Background: an optimization exercise with open tools, aiming at small area, a short achievable clock period and few clock cycles per item. Do not read the settings as production practice. In this exercise RTL edits were held to simulation tests only and were not proved equivalent to the original. Power and IR drop assume default switching activity.

==> flow/design.v (excerpt) <==
module top(clock, reset, DataIn, Go_flag, Found, Ready);
input clock;
input reset;
input [7:0] DataIn;
input Go_flag;
output [31:0] Found;
output Ready;
Match Match_DUT(.clock(clock), .reset(reset), .DataIn(DataIn), .Go_flag(Go_flag), .Found(Found), .Ready(Ready));
endmodule
make LEC_CHECK=0 CAP_MARGIN=20 CORE_MARGIN=2 CORE_UTILIZATION=30 SETUP_SLACK_MARGIN=1.2 SLEW_MARGIN=20 finish   # period 3.5 ns
run.sh (not shown) runs the stock make flow with config.mk's settings and CLKGATE_MAP_FILE= SYNTH_SCRIPT=/design/flow/synth_recipe.tcl, a recipe that flattens the netlist after the stock synthesis.
The starting point went through all stages and came out clean.
Testbench counts at the start, summed over its fixed seeds: cycles 3,208, chars 3,200.
Next try:
==> flow/flow/run.sh (new file) <==
#!/bin/bash
# Standard ORFS layout, but with port buffers of a plain buffer cell and
# resizing free to change a cell's footprint.
set -euo pipefail
cd "$(dirname "$0")/.."
bash standard.sh MATCH_CELL_FOOTPRINT=0 "BUFFER_PORTS_ARGS=-buffer_cell sky130_fd_sc_hd__buf_1" finish > standard_flow.log 2>&1
==> flow/standard.sh (new file) <==
#!/bin/bash
# synth_recipe.tcl (not shown) runs the flow's synth.tcl, then flattens the netlist and writes it again
# the make line also repeats each setting of config.mk as NAME=value (left out here)
make -C /OpenROAD-flow-scripts/flow DESIGN_CONFIG=/design/flow/config.mk WORK_HOME=/design/flow/orfs CLKGATE_MAP_FILE= SYNTH_SCRIPT=/design/flow/synth_recipe.tcl "${@:-finish}"
--- a/flow/config.mk
+++ b/flow/config.mk
@@ -8,5 +8,5 @@
 export CAP_MARGIN = 20
 export CORE_MARGIN = 2
-export CORE_UTILIZATION = 30
-export SETUP_SLACK_MARGIN = 1.2
+export CORE_UTILIZATION = 60
+export SETUP_SLACK_MARGIN = 1.0
 export SLEW_MARGIN = 20
removed: flow/run.sh
After rerunning:
- global-route usage is higher by 15 points
- sequential power is higher by about 7%
- worst setup slack gets worse by 0.025 ns
Next try:
==> flow/flow/run.sh (replaced) <==
#!/bin/bash
# Standard ORFS layout, but with port buffers of a plain buffer cell and
# resizing free to change a cell's footprint.
set -euo pipefail
cd "$(dirname "$0")/.."
bash standard.sh MATCH_CELL_FOOTPRINT=0 "BUFFER_PORTS_ARGS=-buffer_cell sky130_fd_sc_hd__buf_2" finish > standard_flow.log 2>&1
--- a/flow/config.mk
+++ b/flow/config.mk
@@ -8,5 +8,5 @@
 export CAP_MARGIN = 20
 export CORE_MARGIN = 2
-export CORE_UTILIZATION = 60
-export SETUP_SLACK_MARGIN = 1.0
+export CORE_UTILIZATION = 30
+export SETUP_SLACK_MARGIN = 1.4
 export SLEW_MARGIN = 20
=>
- first-iteration DRC count came out higher by 19%
- final area rises by about 25%
- power rose by about 13%


v46:
top, a different RTL version from the one above (not shown whole).
Size in the first run: ~44 I/O pins, about 1800 um2 of cells after synthesis.
// top
module top(clock, reset, DataIn, Go_flag, Found, Ready);
input clock;
input reset;
input [7:0] DataIn;
input Go_flag;
output [31:0] Found;
output Ready;
Match Match_DUT(.clock(clock), .reset(reset), .DataIn(DataIn), .Go_flag(Go_flag), .Found(Found), .Ready(Ready));
endmodule
clock: 3.5 ns
lec_check: 0
cap_margin: 20
core_margin: 2
core_utilization: 30
setup_slack_margin: 1.4
slew_margin: 20
standard.sh (not shown) runs the stock make flow with config.mk's settings and CLKGATE_MAP_FILE= SYNTH_SCRIPT=/design/flow/synth_recipe.tcl, a recipe that flattens the netlist after the stock synthesis.
==> flow/flow/run.sh <==
#!/bin/bash
# Standard ORFS layout, but with port buffers of a plain buffer cell and
# resizing free to change a cell's footprint.
set -euo pipefail
cd "$(dirname "$0")/.."
bash standard.sh MATCH_CELL_FOOTPRINT=0 "BUFFER_PORTS_ARGS=-buffer_cell sky130_fd_sc_hd__buf_2" finish > standard_flow.log 2>&1
v46: done, clean on timing, DRC and antenna
Testbench counts of v46, summed over its fixed seeds: cycles 3,208, chars 3,200.
Edits applied to the flow inputs when going from v46 to v18:
Settings: SETUP_SLACK_MARGIN changed from 1.4 to 1.2.
==> flow/flow/run.sh <==
#!/bin/bash
# Standard ORFS layout, except: port buffers of a plain buffer cell, resizing
# free to change a cell's footprint, and no half/full-adder cell extraction in
# synthesis (the design has no arithmetic; the extracted cells are slow).
set -euo pipefail
cd "$(dirname "$0")/.."
bash standard.sh MATCH_CELL_FOOTPRINT=0 "BUFFER_PORTS_ARGS=-buffer_cell sky130_fd_sc_hd__buf_1" ADDER_MAP_FILE= finish > standard_flow.log 2>&1
Findings:
Register area shrinks by a few percent when moving from v46 to v18.
Worst setup slack in v18 vs v46: down 0.10 ns
Sort v18 and v46 by routed via count divided by cell count, ascending, and v46 comes first.
On weighted congestion reported at the end of routability-driven placement, the higher figure sits with v18, not v46.
Between v18 and v46, the largest clock skew in the final design does not differ in any meaningful way.
Between v18 and v46, fraction of final layout cells with drive strength greater than 1 is higher for v46, v18 comes in under that.
### v18 -> v56
Settings: setting GPL_TIMING_DRIVEN to 1 for the first time.
-- flow/flow/run.sh --
<<< v18, line 5
set -euo pipefail
cd "$(dirname "$0")/.."
bash standard.sh MATCH_CELL_FOOTPRINT=0 "BUFFER_PORTS_ARGS=-buffer_cell sky130_fd_sc_hd__buf_1" ADDER_MAP_FILE= finish > standard_flow.log 2>&1
>>> v56, line 5
set -euo pipefail
cd "$(dirname "$0")/.."
bash standard.sh MATCH_CELL_FOOTPRINT=0 "BUFFER_PORTS_ARGS=-buffer_cell sky130_fd_sc_hd__buf_2" ADDER_MAP_FILE= finish > standard_flow.log 2>&1
## What came out
Total routing resource utilization after global routing, v18 and v56: lower on v56
Route | v56 vs v18 | wire shorter in v56
Summary of the comparison: part of the cycle the worst path needs is lower in v56, relative to v18.
[v56] total power rose 0.53% relative to v18
Looking at proportion of power drawn by the clock network, v56 sits 0.2 points below v18.

what the ideal ports hide:
In the flow no input, the clock included, has a driving cell. The finished layouts below were timed again as built, in two steps. Step 1: set_driving_cell puts a clkbuf_16 on clock and a buf_2 on each other input, an assumption about the parent block. Step 2 adds t to the input delays and takes it off the output delays; t is the mean of the earliest and latest rising clock arrival at the registers after step 1. Input paths then give back, and output paths get back, about the clock's delay inside the block. Slacks: no drivers / after step 1 / after step 2; pairs: no drivers / after step 1.
| run | t (ns) | setup WS [ns] | latest minus earliest clock arrival (ns) | worst data-port slew with drivers (ns) | cell pins on the clock port's net |
|---|---|---|---|---|---|
| the first run of note 1 | 0.256 | 1.201 / 1.198 / 0.943 | 0.003 / 0.003 | 0.03 | 1 |
| the second run of note 1 | 0.297 | 1.175 / 1.175 / 0.979 | 0.016 / 0.016 | 0.03 | 1 |
| the third run of note 1 | 0.260 | 1.406 / 1.402 / 1.153 | 0.002 / 0.002 | 0.03 | 1 |
| v46 | 0.256 | 1.433 / 1.409 / 1.227 | 0.006 / 0.006 | 0.03 | 1 |
| v18 | 0.256 | 1.330 / 1.308 / 1.138 | 0.007 / 0.006 | 0.03 | 1 |
| v56 | 0.257 | 1.341 / 1.319 / 1.153 | 0.004 / 0.005 | 0.03 | 1 |
After both steps every run listed still meets setup and hold. The setup slack of the first run of note 1, which loses most, moves by -0.003 ns with the drivers and by -0.258 ns with both steps.
